Context: an optimization exercise on an open-source flow, tuned for small area, a short achievable clock period and few clock cycles. The choices shown serve that exercise and are no tape-out recipe. No run shown here included a check of the RTL's function; only the layout flow was run. Power is estimated from default activity; no workload was simulated.

## design.v

```verilog
module register_file (
  input         clk,
  input  [4:0]  raddr1,
  input  [4:0]  raddr2,
  input  [4:0]  waddr,
  input  [31:0] wdata,
  input         wen,
  output [31:0] rdata1,
  output [31:0] rdata2
);
  reg [31:0] regs [1:31];
  always @(posedge clk) begin
    if (wen) regs[waddr] <= wdata;
  end
  assign rdata1 = (raddr1 == 5'd0) ? 32'd0 : regs[raddr1];
  assign rdata2 = (raddr2 == 5'd0) ? 32'd0 : regs[raddr2];
endmodule
module simple_cpu
#(parameter DATA_WIDTH = 32)(
  input clk,
  input rstn,
  output [DATA_WIDTH-1:0] imem_addr,
  input  [DATA_WIDTH-1:0] imem_rdata,
  output [DATA_WIDTH-1:0] dmem_addr,
  output [DATA_WIDTH-1:0] dmem_wdata,
  output [3:0]            dmem_wstrb,
  output                  dmem_re,
  input  [DATA_WIDTH-1:0] dmem_rdata
);
wire [31:0] f_inst = imem_rdata;
wire [6:0]  f_op   = f_inst[6:0];
wire [4:0]  f_rd   = f_inst[11:7];
wire [4:0]  f_rs1  = f_inst[19:15];
wire [4:0]  f_rs2  = f_inst[24:20];
wire f_is_op     = (f_op == 7'b0110011);
wire f_is_opimm  = (f_op == 7'b0010011);
wire f_is_load   = (f_op == 7'b0000011);
wire f_is_store  = (f_op == 7'b0100011);
wire f_is_branch = (f_op == 7'b1100011);
wire f_is_jalr   = (f_op == 7'b1100111);
wire f_is_jal    = (f_op == 7'b1101111);
wire f_is_lui    = (f_op == 7'b0110111);
wire f_is_auipc  = (f_op == 7'b0010111);
wire f_wr = (f_is_op | f_is_opimm | f_is_load | f_is_jalr | f_is_jal | f_is_lui | f_is_auipc)
            & (f_rd != 5'd0);
reg [31:0] f_imm;
always @(*) begin
  if (f_is_store)
    f_imm = {{20{f_inst[31]}}, f_inst[31:25], f_inst[11:7]};
  else if (f_is_branch)
    f_imm = {{20{f_inst[31]}}, f_inst[7], f_inst[30:25], f_inst[11:8], 1'b0};
  else if (f_is_jal)
    f_imm = {{12{f_inst[31]}}, f_inst[19:12], f_inst[20], f_inst[30:21], 1'b0};
  else if (f_is_lui | f_is_auipc)
    f_imm = {f_inst[31:12], 12'b0};
  else
    f_imm = {{20{f_inst[31]}}, f_inst[31:20]};
end
reg [31:0] pc;           
reg [31:0] imm;
reg [31:0] rv1, rv2;
reg [4:0]  rd;
reg [2:0]  funct3;
reg        f7b5;
reg        is_op, is_opimm, is_load, is_store, is_branch, is_jalr, is_jal, is_lui, is_auipc;
reg        wr;           
wire [31:0] wb_data;
wire [31:0] next_pc;
wire [31:0] rf_rd1, rf_rd2;
register_file m_rf (
  .clk(clk),
  .raddr1(f_rs1), .raddr2(f_rs2),
  .waddr(rd), .wdata(wb_data), .wen(wr),
  .rdata1(rf_rd1), .rdata2(rf_rd2)
);
wire [31:0] f_rv1 = (wr && rd == f_rs1) ? wb_data : rf_rd1;
wire [31:0] f_rv2 = (wr && rd == f_rs2) ? wb_data : rf_rd2;
always @(posedge clk) begin
  if (!rstn) begin
    pc        <= 32'hFFFF_FFFC;
    is_op     <= 1'b0;
    is_opimm  <= 1'b0;
    is_load   <= 1'b0;
    is_store  <= 1'b0;
    is_branch <= 1'b0;
    is_jalr   <= 1'b0;
    is_jal    <= 1'b0;
    is_lui    <= 1'b0;
    is_auipc  <= 1'b0;
    wr        <= 1'b0;
  end else begin
    pc        <= next_pc;
    is_op     <= f_is_op;
    is_opimm  <= f_is_opimm;
    is_load   <= f_is_load;
    is_store  <= f_is_store;
    is_branch <= f_is_branch;
    is_jalr   <= f_is_jalr;
    is_jal    <= f_is_jal;
    is_lui    <= f_is_lui;
    is_auipc  <= f_is_auipc;
    wr        <= f_wr;
  end
  imm    <= f_imm;
  rd     <= f_rd;
  funct3 <= f_inst[14:12];
  f7b5   <= f_inst[30];
  rv1    <= f_rv1;
  rv2    <= f_rv2;
end
assign imem_addr = next_pc;
wire [31:0] pc_plus4 = pc + 32'd4;
wire [31:0] pc_imm   = pc + imm;          
wire [31:0] agu      = rv1 + imm;         
wire        br_eq  = (rv1 == rv2);
wire [32:0] br_sub = {1'b0, rv1} - {1'b0, rv2};
wire        br_ltu = br_sub[32];
wire        br_lt  = (rv1[31] ^ rv2[31]) ? rv1[31] : br_sub[32];
reg br_cond;
always @(*) begin
  case (funct3)
    3'b000:  br_cond = br_eq;
    3'b001:  br_cond = !br_eq;
    3'b100:  br_cond = br_lt;
    3'b101:  br_cond = !br_lt;
    3'b110:  br_cond = br_ltu;
    3'b111:  br_cond = !br_ltu;
    default: br_cond = 1'b0;
  endcase
end
wire take_imm = is_jal | (is_branch & br_cond);
assign next_pc = is_jalr ? agu : (take_imm ? pc_imm : pc_plus4);
wire [31:0] op_b = is_op ? rv2 : imm;
wire        sub     = is_op & f7b5;
wire [31:0] sum     = rv1 + (sub ? ~op_b : op_b) + {31'd0, sub};
wire [32:0] cmp     = {1'b0, rv1} - {1'b0, op_b};
wire        lt_u    = cmp[32];
wire        lt_s    = (rv1[31] ^ op_b[31]) ? rv1[31] : cmp[32];
wire [4:0]  shamt   = op_b[4:0];
wire [31:0] sra_out = $signed(rv1) >>> shamt;
reg [31:0] alu_out;
always @(*) begin
  if (is_op & f7b5 & (funct3 != 3'b000) & (funct3 != 3'b101)) alu_out = 32'd0;
  else begin
    case (funct3)
      3'b000: alu_out = sum;
      3'b001: alu_out = rv1 << shamt;
      3'b010: alu_out = {31'd0, lt_s};
      3'b011: alu_out = {31'd0, lt_u};
      3'b100: alu_out = rv1 ^ op_b;
      3'b101: alu_out = f7b5 ? sra_out : (rv1 >> shamt);
      3'b110: alu_out = rv1 | op_b;
      default: alu_out = rv1 & op_b;
    endcase
  end
end
assign dmem_addr = agu;
assign dmem_re   = is_load;
reg [31:0] st_data;
reg [3:0]  st_strb;
always @(*) begin
  st_data = rv2;
  st_strb = 4'b0000;
  case (funct3[1:0])
    2'b00: begin st_data = {4{rv2[7:0]}};  st_strb = 4'b0001 << agu[1:0]; end
    2'b01: begin st_data = {2{rv2[15:0]}}; st_strb = agu[1] ? 4'b1100 : 4'b0011; end
    2'b10: begin st_data = rv2;            st_strb = 4'b1111; end
    default: ;
  endcase
end
assign dmem_wdata = st_data;
assign dmem_wstrb = is_store ? st_strb : 4'b0000;
wire [7:0]  ld_byte = agu[1] ? (agu[0] ? dmem_rdata[31:24] : dmem_rdata[23:16])
                             : (agu[0] ? dmem_rdata[15:8]  : dmem_rdata[7:0]);
wire [15:0] ld_half = agu[1] ? dmem_rdata[31:16] : dmem_rdata[15:0];
reg  [31:0] ld_data;
always @(*) begin
  case (funct3[1:0])
    2'b00:   ld_data = {{24{ld_byte[7]  & ~funct3[2]}}, ld_byte};
    2'b01:   ld_data = {{16{ld_half[15] & ~funct3[2]}}, ld_half};
    2'b10:   ld_data = dmem_rdata;
    default: ld_data = 32'd0;
  endcase
end
assign wb_data = is_load             ? ld_data  :
                 (is_jal | is_jalr)  ? pc_plus4 :
                 is_lui              ? imm      :
                 is_auipc            ? pc_imm   : alu_out;
endmodule
```

## run.sh

```bash
#!/bin/bash
# synth_recipe.tcl (not shown) runs the flow's synth.tcl, then flattens the netlist and writes it again
# the make line also repeats each setting of config.mk as NAME=value (left out here)
make -C /OpenROAD-flow-scripts/flow DESIGN_CONFIG=/design/flow/config.mk WORK_HOME=/design/flow/orfs CLKGATE_MAP_FILE= SYNTH_SCRIPT=/design/flow/synth_recipe.tcl finish
```

## config.mk

```make
export PLATFORM = sky130hd
export DESIGN_NAME = simple_cpu
export DESIGN_NICKNAME = simple_cpu
export VERILOG_FILES = /design/flow/design.v
export SDC_FILE = /design/flow/constraint.sdc
export NUM_CORES = 8
export LEC_CHECK = 0
export CAP_MARGIN = 20
export CORE_MARGIN = 2
export CORE_UTILIZATION = 40
export SETUP_SLACK_MARGIN = 5
export SLEW_MARGIN = 20
```

## constraint.sdc

```tcl
create_clock -name core_clock -period 10.0 [get_ports {clk}]
set_input_delay 2.0000 -clock core_clock [delete_from_list [all_inputs] [get_ports {clk}]]
set_output_delay 2.0000 -clock core_clock [all_outputs]
set_load 0.01 [all_outputs]
```

==> flow_metrics.py, run 1 <==
metrics = {
    "routing": {
        "vias": 52685,
        "route.detailed.drc": 0,
        "totalWireLength_mm": 295,
        "met1_length_mm": 105,
        "wl_per_cell_um": 38.0,
        "firstDrtPassIters": 6,
        "first_iter_violations": 7735,
        "viasPerCell": 6.79,
        "antenna_left": 0,
        "met2_length_mm": 133,
        "wl_met3_mm": 33.1,
        "top_layer_used": "met5",
    },
    "global_route": {
        "grt_pass1_vias": 50585,
        "grt_pass1_wl_mm": 407,
        "grt_max_degree": 129,
        "grt.total_usage": 0.333,
        "grt_overflow": 0,
        "antenna_found_initial": 7,
    },
    "worst_setup_path": {
        "worst-r2r-cell-count": 13,
        "rrSetupSlack_ps": 5000,
        "cp.required_ps": 8000,
        "cp_cell_sequence": "inv_4, ha_4, nand4_1, or3_4, nor4_4, mux2i_2, nand2_2, o41a_4, buf_12, and2_4, a22o_1, a21o_1, buf_2",
        "path_class": "flip-flop to primary output",
        "max_stage_delay_ps": 480,
        "path_buf_inv": 3,
        "path_max_fanout": 6,
        "slowest_stage": "or3_4",
        "crit_family": "simple AND/OR/NAND/NOR gates",
        "end_kind": "primary output",
        "cp.arrival_ps": 4210,
        "critPathLaunchType": "flip-flop",
        "cp_num_cells": 13,
    },
    "final_layout": {
        "fillers": 14692,
        "syn_to_final_growth_pct": 19.6,
        "nets": 5725,
        "final_cell_mix": "992 x edfxtp_1, 606 x mux4_2, 319 x nor2_1",
        "final_common_cell": "edfxtp_1",
        "drive_above_1_share": 0.307,
        "postLayoutCoreUtil": 0.481,
    },
    "sta": {
        "min_period_ps": 6210,
        "finalSetupTns_ps": 0,
        "setup_viol": 0,
        "whs_ps": 735,
        "finalHoldViolations": 0,
        "finClkSkew_ps": 87.9,
        "max_clock_freq_mhz": 161,
        "tightest_slew_ps": 1130,
        "rsz0062_at_grt": "true",
        "drv_slew": 0,
        "fin_crit_sh": 0.621,
        "max_slew_margin": 0.244,
    },
    "placed_design": {
        "hpwlAfterDp_mm": 192,
        "io_buffers": 166,
        "gp_congestion": 1.07,
    },
    "power": {
        "leakage_nw": 28.2,
        "power_density_mw_per_mm2": 182,
        "vdd_drop_max_mv": 0.163,
    },
    "hold_path": {
        "whs_path_depth": 2,
        "hold_path.class": "flip-flop to flip-flop",
    },
    "synthesis": {
        "syn_area_mm2": 0.0682,
        "synth_fp_nets": 5417,
        "yosysTopAreaCellShare": 0.437,
        "synth_cells": 5126,
        "yosys_warnings": 2,
        "synth_area_leaders": "edfxtp_1 44%, mux4_2 20%, mux2i_1 4.5%, dfxtp_1 4.3%, ha_1 4.1%",
        "yosysSeqAreaShare": 0.480,
        "ys_ff_latch": 1138,
        "synthFlopType": "edfxtp_1",
        "synth_edf_count": 992,
        "yosysTopAreaCell": "edfxtp_1",
        "syn_area_per_cell_um2": 13.3,
        "ys_async_sr_fraction": 0,
        "ys_types": 95,
    },
    "job": {
        "cap_violations": 0,
    },
    "clock_tree": {
        "cts_made_buffers": 120,
        "tritoncts": "built",
        "root_buffer": "clkbuf_16",
        "clock-sinks": 1138,
        "clk_path_buf_depth": 3,
        "clk_pin_slew_ps": 60,
        "h-tree-depth": 3,
        "hold_buffers": 0,
        "insertion_delay_ps": 790,
    },
    "floorplanning": {
        "io_pins": 167,
        "die_h_um": 417,
        "fp.dieW_um": 417,
        "start_util": 0.402,
        "fp-row-count": 151,
        "die-area_mm2": 0.174,
        "core_mm2": 0.169,
    },
    "outcome": {
        "status": "complete, no violations",
    },
}
stage by stage:
stage / power (mW) / cell area [µm²] / setup slack, ps / instances
global placement: 9.46 / 72700 / 3210 / 7295
global route: 15.2 / 81600 / 3750 / 7754
CTS: 14.5 / 80500 / 3810 / 7702
finish: 14.8 / 81600 / 3790 / 7755
floorplan: 7.82 / 68300 / 4990 / 5126
detailed placement: 9.46 / 72700 / 3210 / 7295
synth_stat cells, types with 29 or more instances:
master / n
edfxtp_1: 992
mux4_2: 606
nor2_1: 370
a21oi_1: 339
mux2i_1: 309
nand2_1: 255
clkbuf_1: 228
ha_1: 222
o21ai_0: 179
inv_1: 165
dfxtp_1: 146
xnor2_1: 90
nand3_1: 82
buf_1: 67
o22ai_1: 65
nor3_1: 61
a21o_1: 59
buf_2: 58
a211oi_1: 57
o211ai_1: 52
xor2_1: 48
nand4_1: 37
nand2b_1: 36
a31oi_1: 33
and3_1: 33
nor2b_1: 31
o21a_1: 30
o221ai_1: 29
cell type report:
type / count / area (µm²) / area share
multi-input cells: 3444 / 35800 / 0.438
inverters: 172 / 703 / 0.00862
repair inverters: 9 / 67.6 / 0.000828
repair buffers: 549 / 5450 / 0.0668
clock buffers: 159 / 3200 / 0.0392
flip-flops and latches: 1138 / 32900 / 0.404
well taps: 2218 / 2780 / 0.0340
clock inverters: 65 / 697 / 0.00854
diodes: 1 / 2.50 / 0.0000307
sequential cells by signal, summed over array words and instances, names as in the netlist:
register	cells
rd	5
is_lui	1
is_op	1
is_jal	1
wr	1
is_branch	1
rv1	32
m_rf.regs	992
is_auipc	1
imm	32
f7b5	1
is_load	1
rv2	32
funct3	3
is_store	1
is_jalr	1
pc	32
power by group:
| group | switching (mW) | total (mW) | internal, mW |
|---|---|---|---|
| logic | 2.89 | 4.78 | 1.89 |
| registers | 0.151 | 5.57 | 5.42 |
| clock network | 1.97 | 4.47 | 2.49 |
worst paths after layout:
| check | from | to |
|---|---|---|
| worst max-delay path | rv2[8] | imem_addr[23] |
| worst min-delay path | pc[2] | pc[2] |
| worst max register to register | rv2[1] | m_rf.regs[29][15] |
| worst min register to register | pc[2] | pc[2] |
logic make-up (layout without fill, tap and decap cells):
group                      count (synthesis)  after routing  synth area share
and+or+nand+nor                         1017           1017            0.0691
muxes                                    939            939             0.251
adders and majority gates                225            225            0.0416
AOI/OAI and AO/OA                       1122           1125             0.108
other                                      0              1                 0
xor gates and xnor gates                 138            138            0.0177
buffers and inverters                    547            954            0.0331
DFF                                     1138           1138             0.480
per-layer routing:
layer | up-vias | GRT usage
met5 | - | 0
met4 | 6 | 0.206
met3 | 867 | 0.0879
met2 | 3593 | 0.517
met1 | 27028 | 0.417
li1 | 21191 | -
what timing repair did:
| action | in CTS | in global routing |
|---|---|---|
| gates cloned | 18 | 2 |
| setup endpoints to repair | 973 | 870 |
| resized for setup | 751 | 165 |
| pin swaps | 103 | 68 |
| setup buffers | 165 | 47 |
tightest hold or removal path, cell delays in order, from the launching register on:
cell,delay (ps)
dfxtp_2,390
mux2i_4,180
or2_2,130
==> inputs of run 2 (changes only) <==
--- a/config.mk
+++ b/config.mk
@@ -10,3 +10,3 @@
 export CORE_UTILIZATION = 40
-export SETUP_SLACK_MARGIN = 5
+export SETUP_SLACK_MARGIN = 3
 export SLEW_MARGIN = 20
==> run 2 against run 1 <==
- first-iteration DRC count fell by 4.3%
- critical path depth fell by 3
- via count fell by 3.1%
- final area fell by 5.4%
- sequential cell count did not move
- global-route usage fell by 0.12 points
- critical path type unchanged
- routed wire length fell by 0.42%
- maximum frequency fell by 12%
- final cell count fell by 2.6%
- synthesized area did not move
==> flow_metrics.py, run 2 <==
metrics = {
    "sta": {
        "min_period_ps": 7020,
        "setup_viol": 0,
        "max_clock_freq_mhz": 142,
        "whs_ps": 753,
        "fin_ws_ps": 2980,
        "finClkSkew_ps": 81.8,
        "max_slew_margin": 0.195,
        "tightest_slew_ps": 1200,
        "rsz0062_at_grt": "true",
        "finalHoldViolations": 0,
        "fin_crit_sh": 0.702,
        "drv_slew": 0,
        "finalSetupTns_ps": 0,
    },
    "synthesis": {
        "ys_ff_latch": 1138,
        "synth_cells": 5126,
        "synthMostInstantiatedCell": "edfxtp_1",
        "yosys_warnings": 2,
        "synth_edf_count": 992,
        "synthFlopType": "edfxtp_1",
        "yosysTopAreaCell": "edfxtp_1",
        "synth.cells.most_frequent": "992 x edfxtp_1, 606 x mux4_2, 370 x nor2_1, 339 x a21oi_1, 309 x mux2i_1",
        "synth_area_leaders": "edfxtp_1 44%, mux4_2 20%, mux2i_1 4.5%, dfxtp_1 4.3%, ha_1 4.1%",
        "synth_fp_nets": 5417,
        "ys_async_sr_fraction": 0,
        "syn_area_per_cell_um2": 13.3,
        "yosysSeqAreaShare": 0.480,
        "ys_types": 95,
        "yosysTopAreaCellShare": 0.437,
        "syn_area_mm2": 0.0682,
    },
    "outcome": {
        "status": "complete, no violations",
    },
    "floorplanning": {
        "die-area_mm2": 0.174,
        "io_pins": 167,
        "fp.dieW_um": 417,
        "start_util": 0.402,
        "fp-row-count": 151,
        "core_mm2": 0.169,
        "die_h_um": 417,
    },
    "final_layout": {
        "fillers": 15004,
        "postLayoutCoreUtil": 0.455,
        "drive_above_1_share": 0.215,
        "nets": 5510,
        "largest_reg_flops": 992,
        "final_common_cell": "edfxtp_1",
        "final_cell_mix": "992 x edfxtp_1, 606 x mux4_2, 336 x a21oi_1",
        "regMostFlops": "m_rf.regs",
        "syn_to_final_growth_pct": 13.1,
    },
    "job": {
        "cap_violations": 0,
    },
    "power": {
        "power_density_mw_per_mm2": 185,
        "fin_total_pwr_mw": 14.3,
        "vdd_drop_max_mv": 0.154,
        "leakage_nw": 26.5,
    },
    "global_route": {
        "grt_max_degree": 82,
        "grt_overflow": 0,
        "antenna_found_initial": 10,
        "grt_pass1_vias": 49412,
        "grt_pass1_wl_mm": 403,
        "grt.total_usage": 0.332,
    },
    "routing": {
        "first_iter_violations": 7402,
        "totalWireLength_mm": 294,
        "vias": 51043,
        "viasPerCell": 6.76,
        "antenna_left": 0,
        "route.detailed.drc": 0,
        "firstDrtPassIters": 6,
        "wl_per_cell_um": 38.9,
    },
    "worst_setup_path": {
        "end_kind": "primary output",
        "cp.required_ps": 8000,
        "reg2reg_from": "is_op",
        "cp.arrival_ps": 5020,
        "path_max_fanout": 6,
        "critPathLaunchType": "flip-flop",
        "cp_cell_sequence": "ha_1, inv_1, nor2_1, nand4_1, o21ai_1, a21boi_0, xnor2_1, a21oi_1, nor2_1, clkdlybuf4s50_1",
        "max_stage_delay_ps": 1000,
        "worst-r2r-cell-count": 10,
        "rr_endpoint": "m_rf.regs[5][26]",
        "slowest_stage": "dfxtp_1",
        "path_class": "flip-flop to primary output",
        "rrSetupSlack_ps": 3760,
        "cp_common_cell": "nor2_1",
    },
    "hold_path": {
        "whs_path_depth": 2,
        "hold_path.class": "flip-flop to flip-flop",
        "min_from": "wr",
        "whs_endpoint": "rv1[23]",
    },
    "placed_design": {
        "io_buffers": 166,
        "gp_congestion": 1.06,
        "hpwlAfterDp_mm": 200,
        "pre_cts_slack_ps": 3150,
    },
    "clock_tree": {
        "insertion_delay_ps": 800,
        "cts_made_buffers": 121,
        "tritoncts": "built",
        "clk_path_buf_depth": 3,
        "h-tree-depth": 3,
        "clk_pin_slew_ps": 70,
        "root_buffer": "clkbuf_16",
        "clock-sinks": 1138,
    },
}
## run 2: cell counts after synthesis
No cell type changed its count.
## run 2: timing repair
action | 4_1_cts | 5_1_grt
pin swaps | 1 | 1
gates resized for setup | 26 | 26
setup endpoints to repair | 31 | 34
gates cloned | 1 | 0
buffers inserted | 4 | 0
hold buffers | 0 | 0
endpoints found under the hold margin | 0 | 0
## run 2: where the power goes
part / internal [mW] / leakage (nW) / switching, mW
registers: 5.42 / 10.2 / 0.180
logic: 1.42 / 14.3 / 2.58
clock network: 2.66 / 1.99 / 2.04
total: 9.50 / 26.5 / 4.80
## run 2: how the worst max path moves through the flow
stage	start	to	slack, ps
2_1_floorplan	f7b5	m_rf.regs[10][14]	4250
3_3_place_gp	rv1[15]	imem_addr[28]	3160
3_5_place_dp	rv1[15]	imem_addr[28]	3150
4_1_cts	rv1[31]	imem_addr[22]	2920
5_1_grt	rv1[0]	imem_addr[18]	2980
6_report	imm[14]	imem_addr[17]	2980
## run 2: cells by family after synthesis
family	share of synthesized area
muxes	0.251
xor gates and xnor gates	0.0177
adders and majority gates	0.0416
DFF	0.480
and+or+nand+nor	0.0691
buffers and inverters	0.0331
AOI/OAI and AO/OA	0.108
## run 2: final cells by class
class / count / area [µm²] / area share
Clock buffer: 143 / 3140 / 0.0407
Multi-Input combinational cell: 3442 / 33800 / 0.438
Sequential cell: 1138 / 32700 / 0.425
Tap cell: 2218 / 2780 / 0.0360
Antenna cell: 7 / 17.5 / 0.000227
Timing Repair Buffer: 344 / 3070 / 0.0398
Inverter: 172 / 651 / 0.00844
Clock inverter: 86 / 947 / 0.0123
## run 2: layer usage
| layer | vias to the layer above | wire length [µm] | track usage |
|---|---|---|---|
| li1 | 20740 | - | - |
| met1 | 26365 | 110000 | 0.426 |
| met2 | 3232 | 135000 | 0.522 |
| met3 | 704 | 27400 | 0.0655 |
| met4 | 2 | 21600 | 0.201 |
| met5 | - | 14 | 0 |
## run 2: through the flow
| stage | std cells | cell area (µm²) |
|---|---|---|
| detailed placement | 7309 | 72800 |
| CTS | 7543 | 77000 |
| global route | 7545 | 77100 |
| finish | 7550 | 77100 |
| global placement | 7309 | 72800 |
| floorplan | 5126 | 68200 |
## run 2: worst max-delay path: cells and delay by family (launching register included)
kind                     cells  cell delay [ps]
AND/OR/NAND/NOR              3              670
adder cells (fa/ha/maj)      1              410
AO/OA/AOI/OAI                3             1130
flip-flops                   1             1000
XOR/XNOR                     1              430
buffers and inverters        2              640
==> inputs of run 3 (changes only) <==
--- a/design.v
+++ b/design.v
@@ -1 +1,35 @@
+module ks_adder #(
+  parameter W = 32
+)(
+  input  [W-1:0] a,
+  input  [W-1:0] b,
+  input          cin,
+  output [W-1:0] sum,
+  output         cout
+);
+  localparam L = $clog2(W);
+  wire [W-1:0] p0 = a ^ b;
+  wire [W-1:0] g0 = a & b;
+  wire [W-1:0] gl [0:L];
+  wire [W-1:0] pl [0:L];
+  assign gl[0] = {g0[W-1:1], g0[0] | (p0[0] & cin)};
+  assign pl[0] = p0;
+  genvar l, i;
+  generate
+    for (l = 0; l < L; l = l + 1) begin : lvl
+      for (i = 0; i < W; i = i + 1) begin : bit_
+        if (i >= (1 << l)) begin : node
+          assign gl[l+1][i] = gl[l][i] | (pl[l][i] & gl[l][i - (1 << l)]);
+          assign pl[l+1][i] = pl[l][i] & pl[l][i - (1 << l)];
+        end else begin : pass
+          assign gl[l+1][i] = gl[l][i];
+          assign pl[l+1][i] = pl[l][i];
+        end
+      end
+    end
+  endgenerate
+  wire [W:0] c = {gl[L], cin};
+  assign sum  = p0 ^ c[W-1:0];
+  assign cout = c[W];
+endmodule
 module register_file (
@@ -7,4 +41,4 @@
   input         wen,
-  output [31:0] rdata1,
-  output [31:0] rdata2
+  output reg [31:0] rdata1,
+  output reg [31:0] rdata2
 );
@@ -14,4 +48,11 @@
   end
-  assign rdata1 = (raddr1 == 5'd0) ? 32'd0 : regs[raddr1];
-  assign rdata2 = (raddr2 == 5'd0) ? 32'd0 : regs[raddr2];
+  integer i;
+  always @(*) begin
+    rdata1 = 32'd0;
+    rdata2 = 32'd0;
+    for (i = 1; i < 32; i = i + 1) begin
+      rdata1 = rdata1 | ({32{raddr1 == i}} & regs[i]);
+      rdata2 = rdata2 | ({32{raddr2 == i}} & regs[i]);
+    end
+  end
 endmodule
@@ -45,2 +86,10 @@
             & (f_rd != 5'd0);
+wire [2:0] f_f3 = f_inst[14:12];
+wire f_tk_always = f_is_jal | f_is_jalr;
+wire f_tk_eq  = f_is_branch & (f_f3 == 3'b000);
+wire f_tk_ne  = f_is_branch & (f_f3 == 3'b001);
+wire f_tk_lt  = f_is_branch & (f_f3 == 3'b100);
+wire f_tk_ge  = f_is_branch & (f_f3 == 3'b101);
+wire f_tk_ltu = f_is_branch & (f_f3 == 3'b110);
+wire f_tk_geu = f_is_branch & (f_f3 == 3'b111);
 reg [31:0] f_imm;
@@ -66,2 +115,3 @@
 reg        wr;           
+reg        tk_always, tk_eq, tk_ne, tk_lt, tk_ge, tk_ltu, tk_geu;
 wire [31:0] wb_data;
@@ -90,2 +140,9 @@
     wr        <= 1'b0;
+    tk_always <= 1'b0;
+    tk_eq     <= 1'b0;
+    tk_ne     <= 1'b0;
+    tk_lt     <= 1'b0;
+    tk_ge     <= 1'b0;
+    tk_ltu    <= 1'b0;
+    tk_geu    <= 1'b0;
   end else begin
@@ -102,2 +159,9 @@
     wr        <= f_wr;
+    tk_always <= f_tk_always;
+    tk_eq     <= f_tk_eq;
+    tk_ne     <= f_tk_ne;
+    tk_lt     <= f_tk_lt;
+    tk_ge     <= f_tk_ge;
+    tk_ltu    <= f_tk_ltu;
+    tk_geu    <= f_tk_geu;
   end
@@ -113,29 +177,32 @@
 wire [31:0] pc_imm   = pc + imm;          
-wire [31:0] agu      = rv1 + imm;         
-wire        br_eq  = (rv1 == rv2);
-wire [32:0] br_sub = {1'b0, rv1} - {1'b0, rv2};
-wire        br_ltu = br_sub[32];
-wire        br_lt  = (rv1[31] ^ rv2[31]) ? rv1[31] : br_sub[32];
-reg br_cond;
-always @(*) begin
-  case (funct3)
-    3'b000:  br_cond = br_eq;
-    3'b001:  br_cond = !br_eq;
-    3'b100:  br_cond = br_lt;
-    3'b101:  br_cond = !br_lt;
-    3'b110:  br_cond = br_ltu;
-    3'b111:  br_cond = !br_ltu;
-    default: br_cond = 1'b0;
-  endcase
-end
-wire take_imm = is_jal | (is_branch & br_cond);
-assign next_pc = is_jalr ? agu : (take_imm ? pc_imm : pc_plus4);
+wire [31:0] agu;                          
+wire        agu_co;
+ks_adder #(.W(32)) m_agu (.a(rv1), .b(imm), .cin(1'b0), .sum(agu), .cout(agu_co));
+wire [31:0] br_diff;
+wire        br_co;
+ks_adder #(.W(32)) m_cmp (.a(rv1), .b(~rv2), .cin(1'b1), .sum(br_diff), .cout(br_co));
+wire br_eq  = (rv1 == rv2);
+wire br_ltu = ~br_co;
+wire br_lt  = (rv1[31] ^ rv2[31]) ? rv1[31] : br_ltu;
+wire take = tk_always | (tk_eq & br_eq) | (tk_ne & ~br_eq) | (tk_lt & br_lt) |
+            (tk_ge & ~br_lt) | (tk_ltu & br_ltu) | (tk_geu & ~br_ltu);
+wire [31:0] target = is_jalr ? agu : pc_imm;
+assign next_pc = take ? target : pc_plus4;
 wire [31:0] op_b = is_op ? rv2 : imm;
-wire        sub     = is_op & f7b5;
-wire [31:0] sum     = rv1 + (sub ? ~op_b : op_b) + {31'd0, sub};
-wire [32:0] cmp     = {1'b0, rv1} - {1'b0, op_b};
-wire        lt_u    = cmp[32];
-wire        lt_s    = (rv1[31] ^ op_b[31]) ? rv1[31] : cmp[32];
+wire        sub     = (is_op & f7b5 & (funct3 == 3'b000)) | (funct3[2:1] == 2'b01);
+wire [32:0] sum     = {1'b0, rv1} + {1'b0, op_b ^ {32{sub}}} + {32'd0, sub};
+wire        lt_u    = ~sum[32];
+wire        lt_s    = (rv1[31] ^ op_b[31]) ? rv1[31] : sum[31];
 wire [4:0]  shamt   = op_b[4:0];
-wire [31:0] sra_out = $signed(rv1) >>> shamt;
+wire        sh_left = (funct3 == 3'b001);
+reg  [31:0] sh_in, sh_out;
+integer k;
+always @(*) begin
+  for (k = 0; k < 32; k = k + 1) sh_in[k] = sh_left ? rv1[31-k] : rv1[k];
+end
+wire [63:0] sh_ext = {{32{f7b5 & rv1[31] & ~sh_left}}, sh_in};
+wire [31:0] sh_r   = sh_ext >> shamt;
+always @(*) begin
+  for (k = 0; k < 32; k = k + 1) sh_out[k] = sh_left ? sh_r[31-k] : sh_r[k];
+end
 reg [31:0] alu_out;
@@ -145,4 +212,4 @@
     case (funct3)
-      3'b000: alu_out = sum;
-      3'b001: alu_out = rv1 << shamt;
+      3'b000: alu_out = sum[31:0];
+      3'b001: alu_out = sh_out;
       3'b010: alu_out = {31'd0, lt_s};
@@ -150,3 +217,3 @@
       3'b100: alu_out = rv1 ^ op_b;
-      3'b101: alu_out = f7b5 ? sra_out : (rv1 >> shamt);
+      3'b101: alu_out = sh_out;
       3'b110: alu_out = rv1 | op_b;
--- a/config.mk
+++ b/config.mk
@@ -10,3 +10,3 @@
 export CORE_UTILIZATION = 40
-export SETUP_SLACK_MARGIN = 3
+export SETUP_SLACK_MARGIN = 5
 export SLEW_MARGIN = 20
==> run 3 against run 2 <==
- global-route usage grew 11 points
- maximum frequency grew 13%
- final area shrank 4.1%
- sequential power grew 2%
- final cell count grew 5.7%
- first-iteration DRC count grew 66%
- synthesized cell count grew 8.7%
- power grew 2.4%
- via count grew 18%
- clock power shrank 7.0%
- register-to-register slack gained 1000 ps
- routed wire length grew 23%
- critical path type unchanged
- largest power group unchanged
==> flow_metrics.py, run 3 <==
metrics = {
    "hold_path": {
        "hold_path.class": "flip-flop to flip-flop",
        "min_from": "m_rf.regs[24][13]",
        "whs_path_depth": 2,
        "whs_endpoint": "rv1[13]",
    },
    "global_route": {
        "grt_max_degree": 45,
        "grt_overflow": 0,
        "antenna_found_initial": 20,
        "grt_pass1_vias": 55923,
        "grt.total_usage": 0.443,
        "grt_use_met3": 0.185,
        "use_met1": 0.521,
        "grt_busiest_layer": "met2",
        "grt_pass1_wl_mm": 477,
        "met2_usage": 0.634,
    },
    "clock_tree": {
        "insertion_delay_ps": 810,
        "h-tree-depth": 3,
        "clk_path_buf_depth": 3,
        "clock-sinks": 1144,
        "hold_buffers": 0,
        "tritoncts": "built",
        "root_buffer": "clkbuf_16",
        "cts_made_buffers": 116,
        "clk_pin_slew_ps": 60,
    },
    "final_layout": {
        "layout.cells.non_filler": 7984,
        "fillers": 13826,
        "drive_above_1_share": 0.189,
        "nets": 6112,
        "syn_to_final_growth_pct": 20.8,
        "final_common_cell": "edfxtp_1",
        "largest_reg_flops": 992,
        "regMostFlops": "m_rf.regs",
        "final_cell_mix": "992 x edfxtp_1, 850 x a22oi_1, 439 x nand2_1",
    },
    "sta": {
        "fin_crit_sh": 0.620,
        "max_slew_margin": 0.127,
        "max_clock_freq_mhz": 161,
        "drv_slew": 0,
        "finClkSkew_ps": 77.0,
        "finalSetupTns_ps": 0,
        "rsz0062_at_grt": "true",
        "setup_viol": 0,
        "finalHoldViolations": 0,
        "min_period_ps": 6200,
        "tightest_slew_ps": 1300,
    },
    "worst_setup_path": {
        "end_kind": "primary output",
        "cp.arrival_ps": 4200,
        "cp_common_cell": "mux2i_4",
        "reg2reg_from": "is_op",
        "crit_family": "compound AO/OA/AOI/OAI gates",
        "cp_cell_sequence": "ha_1, and4_1, a221oi_4, nor2_4, o41ai_4, mux2i_4, buf_6, nand3_4, buf_8, buf_12, mux2i_4, buf_2",
        "critPathLaunchType": "flip-flop",
        "path_max_fanout": 7,
        "path_buf_inv": 4,
        "rrSetupSlack_ps": 4770,
        "slowest_stage": "dfxtp_2",
        "max_stage_delay_ps": 570,
        "cp.required_ps": 8000,
        "rr_endpoint": "rv2[7]",
        "worst-r2r-cell-count": 13,
        "path_class": "flip-flop to primary output",
    },
    "power": {
        "p_sw_frac": 0.354,
        "pwr-share-seq": 0.390,
        "intPower_mw": 9.46,
        "vdd_drop_max_mv": 0.165,
        "p_comb_frac": 0.312,
        "power_density_mw_per_mm2": 198,
        "p_sw_mw": 5.19,
        "clkPwrFrac": 0.298,
        "leakage_nw": 25.4,
    },
    "floorplanning": {
        "core_mm2": 0.152,
        "io_pins": 167,
        "start_util": 0.403,
        "fp.dieW_um": 395,
        "fp-row-count": 143,
        "die-area_mm2": 0.156,
        "die_h_um": 395,
    },
    "synthesis": {
        "yosysTopAreaCell": "edfxtp_1",
        "synth_edf_count": 992,
        "ys_async_sr_fraction": 0,
        "synth_cells": 5571,
        "yosysTopAreaCellShare": 0.486,
        "yosysSeqAreaShare": 0.536,
        "synth_fp_nets": 5830,
        "synthFlopType": "edfxtp_1",
        "ys_types": 96,
        "synth.cells.most_frequent": "992 x edfxtp_1, 854 x a22oi_1, 452 x nand2_1, 322 x nor2_1, 290 x clkbuf_1",
        "yosys_warnings": 3,
        "syn_area_mm2": 0.0613,
        "synth_area_leaders": "edfxtp_1 49%, a22oi_1 10%, dfxtp_1 5.0%, ha_1 3.9%, nand2_1 2.8%",
        "ys_ff_latch": 1144,
        "synthMostInstantiatedCell": "edfxtp_1",
        "syn_area_per_cell_um2": 11.0,
    },
    "routing": {
        "viasPerCell": 7.53,
        "first_iter_violations": 12314,
        "vias": 60096,
        "route.detailed.drc": 0,
        "wl_per_cell_um": 45.3,
        "firstDrtPassIters": 14,
        "totalWireLength_mm": 361,
        "antenna_left": 0,
    },
    "placed_design": {
        "hpwlAfterDp_mm": 219,
        "io_buffers": 166,
        "gp_congestion": 1.09,
        "dpl.cell_count": 7582,
    },
    "outcome": {
        "status": "complete, no violations",
    },
    "job": {
        "cap_violations": 0,
    },
}
run 3: changes by cell type after synthesis, moves of 42 or more:
| cell | delta |
|---|---|
| buf_2 | -45 |
| mux4_2 | -601 |
| nor3_1 | +42 |
| clkbuf_1 | +62 |
| a21oi_1 | -89 |
| mux2i_1 | -202 |
| nand2_1 | +197 |
| nand4_1 | +85 |
| a222oi_1 | +62 |
| a22oi_1 | +839 |
| nor2_1 | -48 |
| nand3_1 | +69 |
run 3: final cells by class:
class	count	area, µm²	share of cell area
tap	2030	2540	0.0343
clock inverter	64	696	0.00940
inverter	148	596	0.00805
antenna	7	17.5	0.000237
timing repair buffer	526	4760	0.0644
timing repair inverter	11	80.1	0.00108
sequential	1144	33000	0.445
clock buffer	148	3020	0.0409
multi-input combinational	3906	29300	0.396
run 3: worst max-delay path by stage:
stage,slack [ps],start,cells past startpoint,to
global placement,3030,rv1[23],11,imem_addr[29]
finish,3800,rv1[15],12,imem_addr[23]
CTS,3850,rv1[8],13,imem_addr[30]
floorplan,5000,rv2[9],13,imem_addr[30]
global route,3770,rv2[9],14,imem_addr[16]
detailed placement,2920,rv1[23],11,imem_addr[29]
run 3: kinds of logic (layout without fill, tap and decap cells):
kind of cell    count (synthesis)  in the layout  synth area share
fa+ha+maj                     193            193            0.0398
simple gates                 1490           1493             0.119
buf+inv                       527            897            0.0338
xor+xnor                      144            144            0.0206
compound gates               1938           1941             0.227
flops                        1144           1144             0.536
other cells                     0              7                 0
mux                           135            135            0.0238
run 3: worst register-to-register path: cells and delay by family (launching register included):
| family | cells | cell delay (ps) |
|---|---|---|
| buffers and inverters | 4 | 920 |
| AOI/OAI and AO/OA | 5 | 2700 |
| and+or+nand+nor | 3 | 860 |
| muxes | 1 | 240 |
| DFF | 1 | 380 |
run 3: through the flow:
stage	area [µm²]	power [mW]	setup WS, ps	hold WS (ps)	utilization
finish	74000	14.6	3800	626	0.486
global placement	66300	9.58	3030	605	0.436
global route	74000	14.9	3770	677	0.486
floorplan	61300	7.73	5000	543	-
detailed placement	66400	9.55	2920	594	0.436
CTS	72800	14.2	3850	619	0.479
run 3: what timing repair did:
action / in CTS / in global routing
cloned: 11 / 9
endpoints found under the setup margin: 1061 / 834
pin swaps: 80 / 66
buffers inserted: 111 / 50
gates resized for setup: 616 / 181
run 3: metal layers:
layer  part of all wire  up-vias
li1                   -    22771
met1               0.33    28838
met2               0.40     6473
met3               0.16     1986
met4               0.11       28
met5             0.0012        -
run 3: power groups by stage:
stage / registers, mW / clock network [mW] / logic (mW)
after global routing: 5.70 / 4.54 / 4.67
after CTS: 5.69 / 4.36 / 4.12
after floorplan: 5.68 / 0 / 2.05
after detailed placement: 5.80 / 0 / 3.75
after global placement: 5.79 / 0 / 3.79
final: 5.71 / 4.37 / 4.57
==> inputs of run 4 (changes only) <==
--- a/config.mk
+++ b/config.mk
@@ -10,3 +10,3 @@
 export CORE_UTILIZATION = 40
-export SETUP_SLACK_MARGIN = 5
+export SETUP_SLACK_MARGIN = 4
 export SLEW_MARGIN = 20
==> run 4 against run 3 <==
- setup slack got worse by 18 ps
- sequential power barely moved
- core utilization fell by 1.1 points
- first-iteration DRC count fell by 1.2%
- via count fell by 1.1%
- non-clock buffer count fell by 104
- worst hold slack improved by 21 ps
- die area did not move
- sequential share of layout area rose by 1.0 points
==> flow_metrics.py, run 4 <==
metrics = {
    "global_route": {
        "grt_max_degree": 59,
        "grt_pass1_vias": 54760,
        "grt_overflow": 0,
        "grt_pass1_wl_mm": 474,
        "grt.total_usage": 0.442,
        "antenna_found_initial": 18,
    },
    "final_layout": {
        "fillers": 13775,
        "drive_above_1_share": 0.148,
        "largest_reg_flops": 992,
        "regMostFlops": "m_rf.regs",
        "multi_input_area_mm2": 0.0282,
        "regArea_mm2": 0.0329,
        "nets": 5997,
        "final_common_cell": "edfxtp_1",
        "final_cell_mix": "992 x edfxtp_1, 854 x a22oi_1, 446 x nand2_1",
        "syn_to_final_growth_pct": 18.0,
    },
    "sta": {
        "finalSetupTns_ps": 0,
        "rsz0062_at_grt": "true",
        "setup_viol": 0,
        "finClkSkew_ps": 94.7,
        "min_period_ps": 6220,
        "drv_slew": 0,
        "whs_ps": 647,
        "tightest_slew_ps": 1310,
        "finalHoldViolations": 0,
        "max_slew_margin": 0.123,
        "fin_crit_sh": 0.622,
        "max_clock_freq_mhz": 161,
        "fin_ws_ps": 3780,
    },
    "clock_tree": {
        "insertion_delay_ps": 830,
        "clk_pin_slew_ps": 70,
        "root_buffer": "clkbuf_16",
        "clock-sinks": 1144,
        "cts_made_buffers": 118,
        "hold_buffers": 0,
        "tritoncts": "built",
        "h-tree-depth": 3,
        "clk_path_buf_depth": 3,
    },
    "power": {
        "clkPwrFrac": 0.329,
        "pwr-share-seq": 0.385,
        "p_sw_mw": 5.14,
        "p_sw_frac": 0.346,
        "leakage_nw": 24.8,
        "intPower_mw": 9.70,
        "vdd_drop_max_mv": 0.165,
        "power_density_mw_per_mm2": 205,
        "p_comb_frac": 0.286,
    },
    "floorplanning": {
        "fp.dieW_um": 395,
        "die-area_mm2": 0.156,
        "die_h_um": 395,
        "fp-row-count": 143,
        "io_pins": 167,
        "start_util": 0.403,
        "core_mm2": 0.152,
    },
    "hold_path": {
        "hold_path.class": "flip-flop to flip-flop",
        "whs_endpoint": "rv1[6]",
        "whs_path_depth": 2,
        "min_from": "m_rf.regs[29][6]",
    },
    "synthesis": {
        "syn_area_per_cell_um2": 11.0,
        "ys_types": 96,
        "synthMostInstantiatedCell": "edfxtp_1",
        "yosysTopAreaCell": "edfxtp_1",
        "synthFlopType": "edfxtp_1",
        "yosys_warnings": 3,
        "synth_area_leaders": "edfxtp_1 49%, a22oi_1 10%, dfxtp_1 5.0%, ha_1 3.9%, nand2_1 2.8%",
        "synth_fp_nets": 5830,
        "yosysTopAreaCellShare": 0.486,
        "synth_edf_count": 992,
        "syn_area_mm2": 0.0613,
        "synth_cells": 5571,
        "ys_ff_latch": 1144,
        "yosysSeqAreaShare": 0.536,
        "synth.cells.most_frequent": "992 x edfxtp_1, 854 x a22oi_1, 452 x nand2_1, 322 x nor2_1, 290 x clkbuf_1",
        "ys_async_sr_fraction": 0,
    },
    "routing": {
        "totalWireLength_mm": 359,
        "wl_per_cell_um": 45.5,
        "first_iter_violations": 12161,
        "viasPerCell": 7.53,
        "vias": 59432,
        "route.detailed.drc": 0,
        "antenna_left": 0,
        "firstDrtPassIters": 12,
    },
    "placed_design": {
        "gp_congestion": 1.08,
        "hpwlAfterDp_mm": 223,
        "pre_cts_slack_ps": 2700,
        "io_buffers": 166,
    },
    "worst_setup_path": {
        "critPathLaunchType": "flip-flop",
        "worst-r2r-cell-count": 11,
        "reg2reg_from": "funct3[1]",
        "cp.required_ps": 8000,
        "rrSetupSlack_ps": 4030,
        "path_class": "flip-flop to primary output",
        "rr_endpoint": "m_rf.regs[20][21]",
        "end_kind": "primary output",
        "path_max_fanout": 4,
        "cp.arrival_ps": 4220,
    },
    "outcome": {
        "status": "complete, no violations",
    },
    "job": {
        "cap_violations": 0,
    },
}
-- run 4: cell count changes in the layout (fill, tap and decap cells not counted), sizes merged, moves of 4 or more --
| cell | change |
|---|---|
| clkbuf | -8 |
| dlymetal6s2s | -4 |
| clkinvlp | -12 |
| inv | +8 |
| diode | +11 |
| bufinv | +13 |
| clkdlybuf4s50 | +28 |
| buf | -120 |
-- run 4: per-layer routing --
layer	vias up	global-route usage	wire [µm]
met5	-	0.00462	252
li1	22559	-	-
met2	6256	0.632	146000
met4	16	0.352	37100
met3	1923	0.169	55300
met1	28678	0.531	121000
-- run 4: power by group through the flow --
stage / registers (mW) / logic [mW] / clock network, mW
floorplan: 5.68 / 2.05 / 0
global placement: 5.80 / 3.81 / 0
detailed placement: 5.80 / 3.77 / 0
CTS: 5.70 / 3.88 / 4.87
global route: 5.71 / 4.36 / 5.04
finish: 5.71 / 4.25 / 4.89
-- run 4: kinds of logic after synthesis --
group,Yosys count,share of synthesized area
AO/OA/AOI/OAI,1938,0.227
AND/OR/NAND/NOR,1490,0.119
flip-flops,1144,0.536
buffers and inverters,527,0.0338
adder cells (fa/ha/maj),193,0.0398
XOR/XNOR,144,0.0206
multiplexers,135,0.0238
-- run 4: area by class of cell --
class,instances,area share
clock inverter,79,0.0161
multi-input combinational,3901,0.390
antenna,18,0.000623
sequential,1144,0.456
timing repair buffer,422,0.0517
clock buffer,144,0.0429
inverter,148,0.00790
timing repair inverter,3,0.000312
tap,2030,0.0351
-- run 4: stage by stage --
stage	total power, mW	area [µm²]	utilization	std cells
6_report	14.8	72300	0.475	7889
5_1_grt	15.1	72200	0.475	7871
3_5_place_dp	9.57	66300	0.436	7578
2_1_floorplan	7.72	61300	-	5571
4_1_cts	14.4	71500	0.470	7848
3_3_place_gp	9.60	66300	0.436	7577
-- run 4: worst max-delay path by stage --
stage          startpoint                end
2_1_floorplan       is_op  m_rf.regs[10][17]
3_3_place_gp      rv1[10]      imem_addr[29]
6_report           rv2[8]      imem_addr[10]
4_1_cts            rv1[9]      imem_addr[10]
5_1_grt            rv2[8]      imem_addr[10]
3_5_place_dp      rv1[10]       imem_addr[4]
-- run 4: worst max-delay path, cell delays in order (launching register included) --
cell and delay (ps):
dfxtp_2 350, inv_1 70, ha_2 170, a21o_1 170
a221o_1 380, a221oi_4 460, nor2_4 80, o41ai_4 400
mux2i_2 310, buf_4 160, nand3_4 80, buf_12 160
buf_16 140, buf_8 120, mux2i_4 180, buf_2 170
-- run 4: what timing repair did --
| item | CTS | global route |
|---|---|---|
| resized for setup | 318 | 105 |
| gates cloned | 3 | 2 |
| endpoints found under the setup margin | 501 | 450 |
| buffers inserted | 44 | 18 |
| endpoints found under the hold margin | 0 | 0 |
| pin swaps | 23 | 23 |
==> inputs of run 5 (changes only) <==
--- a/config.mk
+++ b/config.mk
@@ -9,3 +9,3 @@
 export CORE_MARGIN = 2
-export CORE_UTILIZATION = 40
+export CORE_UTILIZATION = 50
 export SETUP_SLACK_MARGIN = 4
==> run 5 against run 4 <==
- largest power group unchanged
- critical path type is now flip-flop to flip-flop
- still clean
- worst hold slack gained 7.5 ps
- first-iteration DRC count grew 5.5%
- global-route usage grew 9.1 points
- power shrank 4.6%
- synthesized cell count is the same
- non-clock buffer count shrank 9
==> flow_metrics.py, run 5 <==
metrics = {
    "outcome": {
        "status": "complete, no violations",
    },
    "clock_tree": {
        "root_buffer": "clkbuf_16",
        "cts_made_buffers": 117,
        "clk_pin_slew_ps": 70,
        "clock-sinks": 1144,
        "tritoncts": "built",
        "h-tree-depth": 3,
        "insertion_delay_ps": 810,
        "clk_path_buf_depth": 3,
        "hold_buffers": 0,
    },
    "worst_setup_path": {
        "end_kind": "flip-flop",
        "critPathLaunchType": "flip-flop",
        "path_class": "flip-flop to flip-flop",
        "cp.arrival_ps": 6440,
        "reg2reg_from": "funct3[0]",
        "path_max_fanout": 31,
        "cp.required_ps": 10280,
        "rrSetupSlack_ps": 3840,
        "worst-r2r-cell-count": 10,
        "rr_endpoint": "m_rf.regs[26][31]",
    },
    "final_layout": {
        "regArea_mm2": 0.0329,
        "final_common_cell": "edfxtp_1",
        "regMostFlops": "m_rf.regs",
        "fillers": 10189,
        "nets": 5989,
        "largest_reg_flops": 992,
        "multi_input_area_mm2": 0.0280,
        "postLayoutCoreUtil": 0.584,
        "drive_above_1_share": 0.143,
        "fin_area_mm2": 0.0710,
        "syn_to_final_growth_pct": 16.0,
        "final_cell_mix": "992 x edfxtp_1, 854 x a22oi_1, 448 x nand2_1",
    },
    "synthesis": {
        "synth_fp_nets": 5830,
        "syn_area_per_cell_um2": 11.0,
        "synth.cells.most_frequent": "992 x edfxtp_1, 854 x a22oi_1, 452 x nand2_1, 322 x nor2_1, 290 x clkbuf_1",
        "ys_ff_latch": 1144,
        "synthFlopType": "edfxtp_1",
        "synthMostInstantiatedCell": "edfxtp_1",
        "ys_types": 96,
        "yosysTopAreaCellShare": 0.486,
        "ys_async_sr_fraction": 0,
        "yosys_warnings": 3,
        "syn_area_mm2": 0.0613,
        "synth_area_leaders": "edfxtp_1 49%, a22oi_1 10%, dfxtp_1 5.0%, ha_1 3.9%, nand2_1 2.8%",
        "yosysTopAreaCell": "edfxtp_1",
        "synth_cells": 5571,
        "yosysSeqAreaShare": 0.536,
        "synth_edf_count": 992,
    },
    "routing": {
        "totalWireLength_mm": 346,
        "route.detailed.drc": 0,
        "first_iter_violations": 12828,
        "firstDrtPassIters": 14,
        "vias": 59869,
        "viasPerCell": 8.01,
        "wl_per_cell_um": 46.3,
        "antenna_left": 0,
    },
    "sta": {
        "rsz0062_at_grt": "true",
        "finalHoldViolations": 0,
        "drv_slew": 0,
        "max_slew_margin": 0.0796,
        "setup_viol": 0,
        "tightest_slew_ps": 1370,
        "fin_ws_ps": 3840,
        "fin_crit_sh": 0.616,
        "finalSetupTns_ps": 0,
        "max_clock_freq_mhz": 162,
        "finClkSkew_ps": 104,
        "min_period_ps": 6160,
        "whs_ps": 654,
    },
    "floorplanning": {
        "die_h_um": 354,
        "die-area_mm2": 0.125,
        "io_pins": 167,
        "core_mm2": 0.122,
        "fp-row-count": 128,
        "fp.dieW_um": 354,
        "start_util": 0.503,
    },
    "power": {
        "p_sw_mw": 4.92,
        "p_comb_frac": 0.283,
        "pwr-share-seq": 0.403,
        "clkPwrFrac": 0.315,
        "p_sw_frac": 0.347,
        "power_density_mw_per_mm2": 199,
        "intPower_mw": 9.24,
        "vdd_drop_max_mv": 0.209,
        "leakage_nw": 24.5,
    },
    "hold_path": {
        "whs_endpoint": "rv1[6]",
        "whs_path_depth": 2,
        "hold_path.class": "flip-flop to flip-flop",
        "min_from": "m_rf.regs[29][6]",
    },
    "global_route": {
        "antenna_found_initial": 29,
        "grt_pass1_vias": 54663,
        "grt_pass1_wl_mm": 459,
        "grt.total_usage": 0.533,
        "grt_max_degree": 49,
        "grt_overflow": 0,
    },
    "placed_design": {
        "hpwlAfterDp_mm": 212,
        "io_buffers": 166,
        "placed_cell_area_mm2": 0.0658,
        "pre_cts_slack_ps": 2930,
        "gp_congestion": 1.11,
    },
    "job": {
        "cap_violations": 0,
    },
}
## run 5: cell types whose count changed in the layout (fill, tap and decap cells not counted), moves of 5 or more
| cell | previous run | this run |
|---|---|---|
| o21ai_0 | 170 | 179 |
| dfxtp_4 | 18 | 9 |
| buf_4 | 228 | 223 |
| bufinv_16 | 23 | 11 |
| dfxtp_2 | 30 | 42 |
| clkinv_2 | 18 | 23 |
| clkinv_1 | 22 | 28 |
| buf_6 | 21 | 3 |
| buf_2 | 21 | 33 |
## run 5: stage by stage
| stage | cells | total power, mW |
|---|---|---|
| final | 7471 | 14.2 |
| after global routing | 7456 | 14.4 |
| after CTS | 7434 | 13.8 |
| after detailed placement | 7173 | 9.42 |
| after global placement | 7173 | 9.44 |
| after floorplan | 5571 | 7.72 |
## run 5: kinds of logic after synthesis
logic type      Yosys count  share of synthesized area
xor+xnor                144                     0.0206
flops                  1144                      0.536
fa+ha+maj               193                     0.0398
buf+inv                 527                     0.0338
simple gates           1490                      0.119
mux                     135                     0.0238
compound gates         1938                      0.227
## run 5: critical path: stages (launching register included)
cell and delay, ps:
dfxtp_2 310, buf_4 320, or3b_2 830, a211oi_1 1040
nor2_1 330, a221oi_2 540, nand2_1 200, o2111ai_1 610
nor2_1 170, nor3_2 560, nand3_2 690
## run 5: power groups by stage
stage                     registers [mW]  logic (mW)  clock network [mW]
after detailed placement            5.79        3.64                   0
after global placement              5.78        3.66                   0
after global routing                5.70        4.12                4.60
final                               5.70        4.00                4.46
after floorplan                     5.68        2.05                   0
after CTS                           5.69        3.70                4.41
## run 5: metal layers
metal,track usage,wire [µm]
met3,0.239,58000
met2,0.752,138000
met4,0.447,39100
met1,0.620,110000
met5,0.00264,659
## run 5: timing repair
item / 4_1_cts / 5_1_grt
gates resized for setup: 266 / 88
hold endpoints to repair: 0 / 0
pin swaps: 21 / 14
endpoints found under the setup margin: 424 / 467
gates cloned: 5 / 4
setup buffers: 38 / 10
## run 5: area by class of cell
cell class,count,share of cell area
inverter,148,0.00803
clock inverter,77,0.0114
clock buffer,141,0.0426
timing repair buffer,413,0.0510
antenna,17,0.000599
sequential,1144,0.463
multi-input combinational,3902,0.394
tap,1625,0.0286
timing repair inverter,4,0.000387
## run 5: worst max path at each step
stage / to / from / slack, ps
floorplan: m_rf.regs[10][17] / is_op / 4010
global placement: imem_addr[28] / rv1[9] / 2950
detailed placement: imem_addr[30] / rv1[9] / 2930
CTS: imem_addr[30] / rv2[1] / 3850
global route: imem_addr[30] / rv2[11] / 3830
finish: m_rf.regs[26][31] / funct3[0] / 3840
==> inputs of run 6 (changes only) <==
--- a/config.mk
+++ b/config.mk
@@ -9,3 +9,4 @@
 export CORE_MARGIN = 2
-export CORE_UTILIZATION = 50
+export CORE_UTILIZATION = 40
+export CTS_BUF_LIST = sky130_fd_sc_hd__clkbuf_8
 export SETUP_SLACK_MARGIN = 4
==> run 6 against run 5 <==
- still clean
- first-iteration DRC count is 10% lower
- final area grew 0.74%
- clock power down 8.3%
- non-clock buffer count grew 6
- routed wire length rose by 4.6%
- worst hold slack worse by 13 ps
- clock-buffer cell count is 48 higher
- sequential cell count unchanged
- power fell by 0.95%
- sequential share of layout area is 0.31 points lower
- maximum frequency down 3.4%
- core utilization down 11 points
- largest power group unchanged
- highest routed layer unchanged
==> flow_metrics.py, run 6 <==
metrics = {
    "outcome": {
        "status": "complete, no violations",
    },
    "synthesis": {
        "yosysTopAreaCell": "edfxtp_1",
        "synth.cells.most_frequent": "992 x edfxtp_1, 854 x a22oi_1, 452 x nand2_1, 322 x nor2_1, 290 x clkbuf_1",
        "yosys_warnings": 3,
        "synth_edf_count": 992,
        "synthMostInstantiatedCell": "edfxtp_1",
        "ys_async_sr_fraction": 0,
        "synthFlopType": "edfxtp_1",
        "yosysSeqAreaShare": 0.536,
        "synth_fp_nets": 5830,
        "yosysTopAreaCellShare": 0.486,
        "syn_area_mm2": 0.0613,
        "ys_types": 96,
        "synth_cells": 5571,
        "synth_area_leaders": "edfxtp_1 49%, a22oi_1 10%, dfxtp_1 5.0%, ha_1 3.9%, nand2_1 2.8%",
        "ys_ff_latch": 1144,
        "syn_area_per_cell_um2": 11.0,
    },
    "worst_setup_path": {
        "setup.worst_path.start": "rv1[9]",
        "rrSetupSlack_ps": 4010,
        "critPathLaunchType": "flip-flop",
        "cp_common_cell": "buf_6",
        "max_stage_delay_ps": 460,
        "reg2reg_from": "funct3[1]",
        "rr_endpoint": "m_rf.regs[11][31]",
        "cp_cell_sequence": "ha_4, a21o_1, a221o_1, a221oi_4, nor2_4, o41ai_4, mux2i_2, buf_4, nand3_4, buf_12, buf_6, mux2_4, buf_6",
        "worst-r2r-cell-count": 10,
        "cp.arrival_ps": 4380,
        "crit_end": "imem_addr[1]",
        "end_kind": "primary output",
        "path_class": "flip-flop to primary output",
        "cp.required_ps": 8000,
        "path_max_fanout": 5,
        "slowest_stage": "a221oi_4",
    },
    "final_layout": {
        "final_cell_mix": "992 x edfxtp_1, 853 x a22oi_1, 447 x nand2_1",
        "syn_to_final_growth_pct": 16.8,
        "drive_above_1_share": 0.157,
        "layout.cells.non_filler": 7996,
        "fillers": 13977,
        "final_common_cell": "edfxtp_1",
        "regMostFlops": "m_rf.regs",
        "largest_reg_flops": 992,
        "nets": 6063,
    },
    "global_route": {
        "grt.total_usage": 0.445,
        "grt_pass1_vias": 55383,
        "grt_max_degree": 59,
        "grt_pass1_wl_mm": 477,
        "antenna_found_initial": 20,
        "grt_overflow": 0,
    },
    "placed_design": {
        "io_buffers": 166,
        "gp_congestion": 1.08,
        "hpwlAfterDp_mm": 223,
        "dpl.cell_count": 7578,
    },
    "power": {
        "clkPwrFrac": 0.292,
        "intPower_mw": 8.84,
        "leakage_nw": 24.8,
        "power_density_mw_per_mm2": 196,
        "p_sw_frac": 0.370,
        "p_sw_mw": 5.19,
        "pwr-share-seq": 0.407,
        "vdd_drop_max_mv": 0.154,
        "p_comb_frac": 0.301,
    },
    "sta": {
        "finalSetupTns_ps": 0,
        "finalHoldViolations": 0,
        "fin_crit_sh": 0.638,
        "max_slew_margin": 0.131,
        "tightest_slew_ps": 1300,
        "max_clock_freq_mhz": 157,
        "min_period_ps": 6380,
        "drv_slew": 0,
        "setup_viol": 0,
        "finClkSkew_ps": 96.9,
        "rsz0062_at_grt": "true",
    },
    "floorplanning": {
        "core_mm2": 0.152,
        "start_util": 0.403,
        "die-area_mm2": 0.156,
        "io_pins": 167,
        "fp-row-count": 143,
        "fp.dieW_um": 395,
        "die_h_um": 395,
    },
    "routing": {
        "wl_per_cell_um": 45.2,
        "first_iter_violations": 11493,
        "viasPerCell": 7.49,
        "firstDrtPassIters": 12,
        "route.detailed.drc": 0,
        "totalWireLength_mm": 361,
        "vias": 59918,
        "antenna_left": 0,
    },
    "clock_tree": {
        "clock-sinks": 1144,
        "h-tree-depth": 4,
        "hold_buffers": 0,
        "clk_pin_slew_ps": 60,
        "clk_path_buf_depth": 3,
        "insertion_delay_ps": 1010,
        "root_buffer": "clkbuf_8",
        "tritoncts": "built",
        "cts_made_buffers": 186,
    },
    "hold_path": {
        "whs_path_depth": 2,
        "hold_path.class": "flip-flop to flip-flop",
    },
    "job": {
        "cap_violations": 0,
    },
}
[run 6: cell counts after synthesis]
No cell type changed its count.
[run 6: worst min-delay path by stage]
stage	start	endpoint	slack, ps
4_1_cts	m_rf.regs[24][13]	rv1[13]	660
5_1_grt	m_rf.regs[29][6]	rv1[6]	680
2_1_floorplan	m_rf.regs[26][28]	rv2[28]	540
3_5_place_dp	m_rf.regs[29][6]	rv1[6]	640
6_report	m_rf.regs[24][13]	rv1[13]	640
3_3_place_gp	m_rf.regs[24][13]	rv1[13]	640
[run 6: logic make-up (layout without fill, tap and decap cells)]
logic type | count (synthesis) | in the layout | synth area share
multiplexers | 135 | 135 | 0.0238
AO/OA/AOI/OAI | 1938 | 1938 | 0.227
flip-flops | 1144 | 1144 | 0.536
adder cells (fa/ha/maj) | 193 | 193 | 0.0398
XOR/XNOR | 144 | 144 | 0.0206
buffers and inverters | 527 | 908 | 0.0338
other | 0 | 13 | 0
AND/OR/NAND/NOR | 1490 | 1491 | 0.119
[run 6: routing by layer]
| metal | global-route usage | wire [µm] | vias up |
|---|---|---|---|
| li1 | - | - | 22690 |
| met1 | 0.530 | 121000 | 28808 |
| met2 | 0.639 | 146000 | 6417 |
| met3 | 0.172 | 55400 | 1983 |
| met4 | 0.357 | 38100 | 20 |
| met5 | 0.00708 | 290 | - |
[run 6: layout make-up]
class / instances / area, µm² / share of cell area
Inverter: 148 / 574 / 0.00802
Clock inverter: 148 / 970 / 0.0135
Antenna cell: 13 / 32.5 / 0.000455
Timing Repair Buffer: 419 / 3700 / 0.0516
Tap cell: 2030 / 2540 / 0.0355
Timing Repair inverter: 4 / 30.0 / 0.000420
Multi-Input combinational cell: 3901 / 28200 / 0.394
Clock buffer: 189 / 2600 / 0.0363
Sequential cell: 1144 / 32900 / 0.460
[run 6: power by group through the flow]
stage               logic, mW  registers, mW  clock network [mW]
CTS                      3.91           5.69                4.07
detailed placement       3.77           5.80                   0
finish                   4.23           5.71                4.09
global route             4.34           5.71                4.27
floorplan                2.05           5.68                   0
global placement         3.81           5.80                   0
[run 6: repair_timing]
item / CTS / global route
endpoints found under the setup margin: 522 / 545
gates cloned: 4 / 2
pin swaps: 30 / 23
gates resized for setup: 362 / 89
buffers inserted: 46 / 12
[run 6: metrics by stage]
stage | hold WS, ps | utilization | power, mW | area, µm² | worst slack (ps)
floorplan | 543 | - | 7.72 | 61300 | 4010
global placement | 642 | 0.436 | 9.60 | 66300 | 2800
detailed placement | 643 | 0.436 | 9.57 | 66300 | 2700
CTS | 664 | 0.467 | 13.7 | 71000 | 3600
global route | 676 | 0.470 | 14.3 | 71500 | 3560
finish | 641 | 0.471 | 14.0 | 71600 | 3620
[run 6: critical path: cells and delay by family (launching register included)]
| kind | cells | cell delay (ps) |
|---|---|---|
| and+or+nand+nor | 2 | 200 |
| adders and majority gates | 1 | 240 |
| AOI/OAI and AO/OA | 4 | 1370 |
| muxes | 2 | 620 |
| buffers and inverters | 4 | 610 |
| DFF | 1 | 360 |
==> inputs of run 7 (changes only) <==
==> flow/run.sh (new file) <==
#!/bin/bash
# Own layout flow: the standard flow (standard.sh, standard synthesis and
# the standard floorplan, power grid, placement, CTS and routing), except that
# the ports are buffered with buf_2 cells instead of the slow delay cell that
# buffer_ports picks by default.
set -euo pipefail
export BUFFER_PORTS_ARGS="-buffer_cell sky130_fd_sc_hd__buf_2"
bash standard.sh > standard_flow.log 2>&1
==> standard.sh (new file) <==
#!/bin/bash
# synth_recipe.tcl (not shown) runs the flow's synth.tcl, then flattens the netlist and writes it again
# the make line also repeats each setting of config.mk as NAME=value (left out here)
make -C /OpenROAD-flow-scripts/flow DESIGN_CONFIG=/design/flow/config.mk WORK_HOME=/design/flow/orfs CLKGATE_MAP_FILE= SYNTH_SCRIPT=/design/flow/synth_recipe.tcl "${@:-finish}"
--- a/config.mk
+++ b/config.mk
@@ -7,7 +7,6 @@
 export LEC_CHECK = 0
-export CAP_MARGIN = 20
+export CAP_MARGIN = 40
 export CORE_MARGIN = 2
 export CORE_UTILIZATION = 40
-export CTS_BUF_LIST = sky130_fd_sc_hd__clkbuf_8
-export SETUP_SLACK_MARGIN = 4
-export SLEW_MARGIN = 20
+export SETUP_SLACK_MARGIN = 5
+export SLEW_MARGIN = 60
removed: run.sh
==> run 7 against run 6 <==
- still clean
- die area is the same
- combinational power grew 3%
- global-route usage down 0.26 points
- critical path type unchanged
- critical endpoint is now imem_addr[31]
==> flow_metrics.py, run 7 <==
metrics = {
    "outcome": {
        "status": "complete, no violations",
    },
    "final_layout": {
        "regMostFlops": "m_rf.regs",
        "fin_area_mm2": 0.0740,
        "syn_to_final_growth_pct": 20.8,
        "largest_reg_flops": 992,
        "nets": 6098,
        "fillers": 13616,
        "final_common_cell": "edfxtp_1",
        "regArea_mm2": 0.0330,
    },
    "sta": {
        "max_slew_margin": 0.506,
        "rsz0062_at_grt": "true",
        "tightest_slew_ps": 739,
        "fin_crit_sh": 0.619,
        "min_period_ps": 6190,
    },
    "clock_tree": {
        "clock-sinks": 1144,
        "insertion_delay_ps": 810,
        "hold_buffers": 0,
        "cts_made_buffers": 119,
    },
    "placed_design": {
        "placed_cell_area_mm2": 0.0672,
        "io_buffers": 166,
    },
    "job": {
        "cap_violations": 0,
    },
    "synthesis": {
        "yosysTopAreaCellShare": 0.486,
        "syn_area_per_cell_um2": 11.0,
        "synth_simple_gate_area_frac": 0.119,
        "ys_types": 96,
        "synth_cells": 5571,
        "synth-adder-area-share": 0.0398,
        "syn_area_mm2": 0.0613,
        "synth_area_leaders": "edfxtp_1 49%, a22oi_1 10%, dfxtp_1 5.0%, ha_1 3.9%, nand2_1 2.8%",
    },
    "hold_path": {
        "hold_path.class": "flip-flop to flip-flop",
    },
    "power": {
        "pwr-share-seq": 0.390,
        "p_comb_frac": 0.295,
        "leakage_nw": 25.6,
        "p_sw_mw": 5.22,
        "vdd_drop_max_mv": 0.172,
    },
    "worst_setup_path": {
        "crit_end": "imem_addr[31]",
        "worst-r2r-cell-count": 17,
        "cp.required_ps": 8000,
        "reg2reg_from": "imm[2]",
        "path_class": "flip-flop to primary output",
        "end_kind": "primary output",
        "max_stage_delay_ps": 440,
    },
    "floorplanning": {
        "die-area_mm2": 0.156,
        "start_util": 0.403,
        "die_h_um": 395,
    },
    "global_route": {
        "antenna_found_initial": 22,
    },
    "routing": {
        "viasPerCell": 7.52,
        "wl_per_cell_um": 45.0,
        "antenna_left": 0,
    },
}
==> run 7: cell types whose count changed in the layout (fill, tap and decap cells not counted), moves of 56 or more <==
cell / previous run / this run
buf_2: 25 / 161
buf_6: 25 / 87
clkbuf_16: 0 / 122
clkbuf_8: 189 / 5
clkdlybuf4s50_1: 122 / 0
inv_1: 180 / 124
==> run 7: worst min path at each step <==
stage / depth (start not counted) / to / slack (ps)
global route: 2 / rv1[13] / 670
finish: 2 / rv1[13] / 630
detailed placement: 2 / rv1[13] / 620
global placement: 2 / rv1[13] / 610
CTS: 2 / rv1[13] / 630
floorplan: 2 / rv2[28] / 540
==> run 7: stage by stage <==
step / total power [mW] / hold slack, ps / util / std cells
after global placement: 9.40 / 609 / 0.431 / 7588
after global routing: 15.0 / 671 / 0.487 / 7972
final: 14.7 / 633 / 0.487 / 7983
after CTS: 14.4 / 629 / 0.480 / 7933
after floorplan: 7.73 / 543 / - / 5571
after detailed placement: 9.49 / 621 / 0.442 / 7642
==> run 7: worst reg2reg max path, delay by kind of cell, from the launching register on <==
kind	cells	cell delay (ps)
buffers and inverters	6	1120
adders and majority gates	1	340
muxes	1	230
DFF	1	320
xor gates and xnor gates	2	410
and+or+nand+nor	1	170
AOI/OAI and AO/OA	6	1960
==> run 7: logic make-up (layout without fill, tap and decap cells) <==
kind of cell	count (synthesis)	count (layout)
adder cells (fa/ha/maj)	193	193
other	0	11
multiplexers	135	135
AND/OR/NAND/NOR	1490	1491
AO/OA/AOI/OAI	1938	1938
flip-flops	1144	1144
buffers and inverters	527	897
XOR/XNOR	144	144
==> run 7: metal layers <==
metal  track usage  vias up  wire length [µm]
li1              -    22745                 -
met1         0.528    29099            120000
met2         0.638     6198            146000
met3         0.174     1923             55700
met4         0.341       34             37100
met5       0.00339        -               416
==> run 7: power by group through the flow <==
stage                     Combinational, mW  Clock, mW  Sequential [mW]
final                                  4.34       4.63             5.74
after global routing                   4.47       4.82             5.73
after CTS                              4.00       4.63             5.72
after detailed placement               3.65          0             5.84
after global placement                 3.55          0             5.84
after floorplan                        2.05          0             5.68
==> run 7: cell type report <==
class,instances,share of cell area
flip-flops and latches,1144,0.446
well taps,2030,0.0343
multi-input cells,3901,0.396
clock inverters,86,0.0124
inverters,148,0.00774
repair buffers,525,0.0608
clock buffers,138,0.0423
diodes,11,0.000372
==> run 7: what timing repair did <==
item | in CTS | in global routing
buffers inserted | 67 | 24
resized for setup | 265 | 100
setup endpoints to repair | 777 | 682
pin swaps | 55 | 37
cloned | 0 | 3

Check on run 7: ideal ports give 3.812 ns setup slack; a clkbuf_16 on the clock port and buf_2 on the inputs give 3.734 ns; moving port delays by the midpoint clock arrival (0.847 ns) as well gives 4.463 ns.
